From an optimization exercise on the open Yosys and OpenROAD flow, aimed at small area and few clock cycles; shortcuts taken in it are not production practice. Function was checked by simulation only, so behaviour that the tests miss may differ from the original. Power is estimated from default activity; no workload was simulated.

==> inputs of harbor <==
==> flow/design.v <==
`timescale 1ns/100ps
module rwt_tag_insert #(
  parameter DWIDTH = 64,
  parameter TYPE_WIDTH = 7
)(
  input                  clk,
  input                  aresetn,
  input                  use_tags,
  input [DWIDTH-1:0]     tag_escape,
  output                 s_axi_ready,
  input                  s_axi_valid,
  input [DWIDTH-1:0]     s_axi_data,
  input                  s_axi_tag_valid,
  input [TYPE_WIDTH-1:0] s_axi_tag_type,
  input                  s_axi_last,
  input                  m_axi_ready,
  output                 m_axi_valid,
  output [DWIDTH-1:0]    m_axi_data,
  output                 m_axi_last);
  localparam TAG_WIDTH = DWIDTH - 1 - TYPE_WIDTH;
  reg [1:0]        q_v;       
  reg [1:0]        q_t;       
  reg [1:0]        q_x;       
  reg [1:0]        q_p;       
  reg [1:0]        q_l;       
  reg [DWIDTH-1:0] q_d0;
  reg [DWIDTH-1:0] q_d1;
  reg              rp;        
  reg              wp;        
  reg              prev_tag;  
  wire h_v = rp ? q_v[1] : q_v[0];
  wire h_t = rp ? q_t[1] : q_t[0];
  wire h_x = rp ? q_x[1] : q_x[0];
  wire h_p = rp ? q_p[1] : q_p[0];
  wire h_l = rp ? q_l[1] : q_l[0];
  wire [DWIDTH-1:0] h_d = rp ? q_d1 : q_d0;
  wire n_v = rp ? q_v[0] : q_v[1];
  wire n_t = rp ? q_t[0] : q_t[1];
  wire out_valid = h_v & (~h_t | n_v);
  wire take_out = out_valid & m_axi_ready;
  wire deq = take_out & ~h_p;
  wire w_v = wp ? q_v[1] : q_v[0];
  wire in_ready = ~w_v | deq;
  wire take_in = s_axi_valid & in_ready;
  wire in_t = use_tags & s_axi_tag_valid;
  wire in_x = use_tags & ~s_axi_tag_valid & (s_axi_data == tag_escape);
  wire [DWIDTH-1:0] in_d = in_t ?
    {s_axi_data[DWIDTH-1], s_axi_tag_type, s_axi_data[TAG_WIDTH-1:0]} : s_axi_data;
  reg [DWIDTH-1:0] o_d;
  reg              o_l;
  always @(*) begin
    if (h_p) begin
      o_d = tag_escape;
      o_l = 1'b0;
    end else if (h_x) begin
      o_d = {DWIDTH{1'b0}};
      o_l = h_l;
    end else if (h_t) begin
      o_d = {n_t, h_d[DWIDTH-2:0]};
      o_l = h_l & ~n_t;
    end else begin
      o_d = h_d;
      o_l = h_l;
    end
  end
  assign s_axi_ready = in_ready;
  assign m_axi_valid = out_valid;
  assign m_axi_data = o_d;
  assign m_axi_last = o_l;
  always @(posedge clk) begin
    if (take_in & ~wp)
      q_d0 <= in_d;
    if (take_in & wp)
      q_d1 <= in_d;
  end
  always @(posedge clk) begin
    if (aresetn == 1'b0) begin
      q_v <= 2'b00;
      rp <= 1'b0;
      wp <= 1'b0;
      prev_tag <= 1'b0;
    end else begin
      if (take_out) begin
        if (h_p) begin
          q_p[rp] <= 1'b0;
        end else begin
          q_v[rp] <= 1'b0;
          rp <= ~rp;
        end
      end
      if (take_in) begin
        q_v[wp] <= 1'b1;
        q_t[wp] <= in_t;
        q_x[wp] <= in_x;
        q_p[wp] <= in_x | (in_t & ~prev_tag);
        q_l[wp] <= s_axi_last;
        wp <= ~wp;
        prev_tag <= in_t;
      end
    end
  end
endmodule
==> flow/run.sh <==
#!/bin/bash
# synth_recipe.tcl (not shown) runs the flow's synth.tcl, then flattens the netlist and writes it again
# the make line also repeats each setting of config.mk as NAME=value (left out here)
make -C /OpenROAD-flow-scripts/flow DESIGN_CONFIG=/design/flow/config.mk WORK_HOME=/design/flow/orfs CLKGATE_MAP_FILE= SYNTH_SCRIPT=/design/flow/synth_recipe.tcl finish
==> flow/config.mk <==
export PLATFORM = sky130hd
export DESIGN_NAME = rwt_tag_insert
export DESIGN_NICKNAME = rwt_tag_insert
export VERILOG_FILES = /design/flow/design.v
export SDC_FILE = /design/flow/constraint.sdc
export NUM_CORES = 4
export LEC_CHECK = 0
export CAP_MARGIN = 20
export CORE_MARGIN = 2
export CORE_UTILIZATION = 40
export PLACE_DENSITY = 0.6
export SLEW_MARGIN = 20
==> flow/constraint.sdc <==
create_clock -name core_clock -period 4.0 [get_ports {clk}]
set_input_delay 0.8000 -clock core_clock [delete_from_list [all_inputs] [get_ports {clk}]]
set_output_delay 0.8000 -clock core_clock [all_outputs]
set_load 0.01 [all_outputs]
==> delta (differences from harbor) <==
==> flow/design.v, changed modules only <==
module rwt_tag_insert #(
  parameter DWIDTH = 64,
  parameter TYPE_WIDTH = 7
)(
  input                  clk,
  input                  aresetn,
  input                  use_tags,
  input [DWIDTH-1:0]     tag_escape,
  output                 s_axi_ready,
  input                  s_axi_valid,
  input [DWIDTH-1:0]     s_axi_data,
  input                  s_axi_tag_valid,
  input [TYPE_WIDTH-1:0] s_axi_tag_type,
  input                  s_axi_last,
  input                  m_axi_ready,
  output                 m_axi_valid,
  output [DWIDTH-1:0]    m_axi_data,
  output                 m_axi_last);
  localparam TAG_WIDTH = DWIDTH - 1 - TYPE_WIDTH;
  reg              h_v;       
  reg              h_t;       
  reg              h_x;       
  reg              h_p;       
  reg              h_l;       
  reg [DWIDTH-1:0] h_d;
  reg              t_v;
  reg              t_t;
  reg              t_x;
  reg              t_p;
  reg              t_l;
  reg [DWIDTH-1:0] t_d;
  reg              prev_tag;  
  wire out_valid = h_v & (~h_t | t_v);
  wire take_out = out_valid & m_axi_ready;
  wire deq = take_out & ~h_p;
  wire in_ready = ~t_v | deq;
  wire take_in = s_axi_valid & in_ready;
  wire in_to_h = ~h_v | (deq & ~t_v);
  wire in_t = use_tags & s_axi_tag_valid;
  wire in_x = use_tags & ~s_axi_tag_valid & (s_axi_data == tag_escape);
  wire in_p = in_x | (in_t & ~prev_tag);
  wire [DWIDTH-1:0] in_d = in_t ?
    {s_axi_data[DWIDTH-1], s_axi_tag_type, s_axi_data[TAG_WIDTH-1:0]} : s_axi_data;
  reg [DWIDTH-1:0] o_d;
  reg              o_l;
  always @(*) begin
    if (h_p) begin
      o_d = tag_escape;
      o_l = 1'b0;
    end else if (h_x) begin
      o_d = {DWIDTH{1'b0}};
      o_l = h_l;
    end else if (h_t) begin
      o_d = {t_t, h_d[DWIDTH-2:0]};
      o_l = h_l & ~t_t;
    end else begin
      o_d = h_d;
      o_l = h_l;
    end
  end
  assign s_axi_ready = in_ready;
  assign m_axi_valid = out_valid;
  assign m_axi_data = o_d;
  assign m_axi_last = o_l;
  always @(posedge clk) begin
    if (deq & t_v)
      h_d <= t_d;
    else if (take_in & in_to_h)
      h_d <= in_d;
    if (take_in & ~in_to_h)
      t_d <= in_d;
  end
  always @(posedge clk) begin
    if (take_out & h_p)
      h_p <= 1'b0;
    if (deq & t_v) begin
      h_t <= t_t;
      h_x <= t_x;
      h_p <= t_p;
      h_l <= t_l;
    end else if (take_in & in_to_h) begin
      h_t <= in_t;
      h_x <= in_x;
      h_p <= in_p;
      h_l <= s_axi_last;
    end
    if (take_in & ~in_to_h) begin
      t_t <= in_t;
      t_x <= in_x;
      t_p <= in_p;
      t_l <= s_axi_last;
    end
  end
  always @(posedge clk) begin
    if (aresetn == 1'b0) begin
      h_v <= 1'b0;
      t_v <= 1'b0;
      prev_tag <= 1'b0;
    end else begin
      if (deq)
        h_v <= t_v | take_in;
      else if (take_in)
        h_v <= 1'b1;
      if (deq)
        t_v <= t_v & take_in;
      else if (take_in & h_v)
        t_v <= 1'b1;
      if (take_in)
        prev_tag <= in_t;
    end
  end
endmodule
==> flow/flow/run.sh (new file) <==
#!/bin/bash
# The standard layout (standard.sh: the ORFS flow with its standard synthesis), with two
# changes: the port buffers are the smallest buffer, and clock tree synthesis uses clkbuf_4
# buffers without dummy loads. Each ORFS step logs to orfs/logs/; make's output goes to make.log.
set -euo pipefail
bash standard.sh finish \
  "BUFFER_PORTS_ARGS=-buffer_cell sky130_fd_sc_hd__buf_1" \
  "CTS_ARGS=-sink_clustering_enable -repair_clock_nets -buf_list sky130_fd_sc_hd__clkbuf_4 -dont_use_dummy_load" \
  > make.log 2>&1
==> flow/standard.sh (new file) <==
#!/bin/bash
# synth_recipe.tcl (not shown) runs the flow's synth.tcl, then flattens the netlist and writes it again
# the make line also repeats each setting of config.mk as NAME=value (left out here)
make -C /OpenROAD-flow-scripts/flow DESIGN_CONFIG=/design/flow/config.mk WORK_HOME=/design/flow/orfs CLKGATE_MAP_FILE= SYNTH_SCRIPT=/design/flow/synth_recipe.tcl "${@:-finish}"
removed: flow/run.sh
==> notes <==
- Against delta, the cell area of harbor is higher by 26%.
- Utilization: harbor is higher than delta (11 points).
- In delta the power is smaller than in harbor, by about 32%.
- In synthesized cell count, delta and harbor hardly differ.
- Non-clock buffer count is the same in harbor and delta.
- In harbor the maximum frequency is lower than in delta, by about 13%.
- Between harbor and delta, the lower count of clock-buffer cells in the layout is in delta (gap 1).
- Flip-flop and latch count: delta is lower than harbor (2).
- In harbor the hold slack is better than in delta, by 0.11 ns.
- Between delta and harbor, the lower routed wire length is in delta (gap about 12%, measured against harbor).
Testbench counts of harbor, summed over its fixed seeds: cycles 29,194.
Testbench counts of delta, summed over its fixed seeds: cycles 29,194.

[separate check: timing with driven ports]
The flow's constraints put no driver on any port. The routed layouts listed below were extracted and timed again, unchanged, in two steps.
Step 1 (the two cells are an assumption about what drives the block):
set clk [get_ports {clk}]
set_driving_cell -lib_cell sky130_fd_sc_hd__clkbuf_16 $clk
set_driving_cell -lib_cell sky130_fd_sc_hd__buf_2 [delete_from_list [all_inputs] $clk]
Step 2, shift: input delay + t, output delay - t, t = (earliest + latest rising clock arrival at the registers) / 2. This alone moves slack from input paths to output paths.
a / b / c = no drivers / after step 1 / after step 2; a / b = the first two.
run | t, ns | setup WS [ns] | latest minus earliest clock arrival (ns)
harbor | 0.454 | 0.270 / 0.228 / 0.682 | 0.010 / 0.010
delta | 0.568 | 0.762 / 0.726 / 1.161 | 0.031 / 0.032
After both steps setup and hold are still met in every run listed.
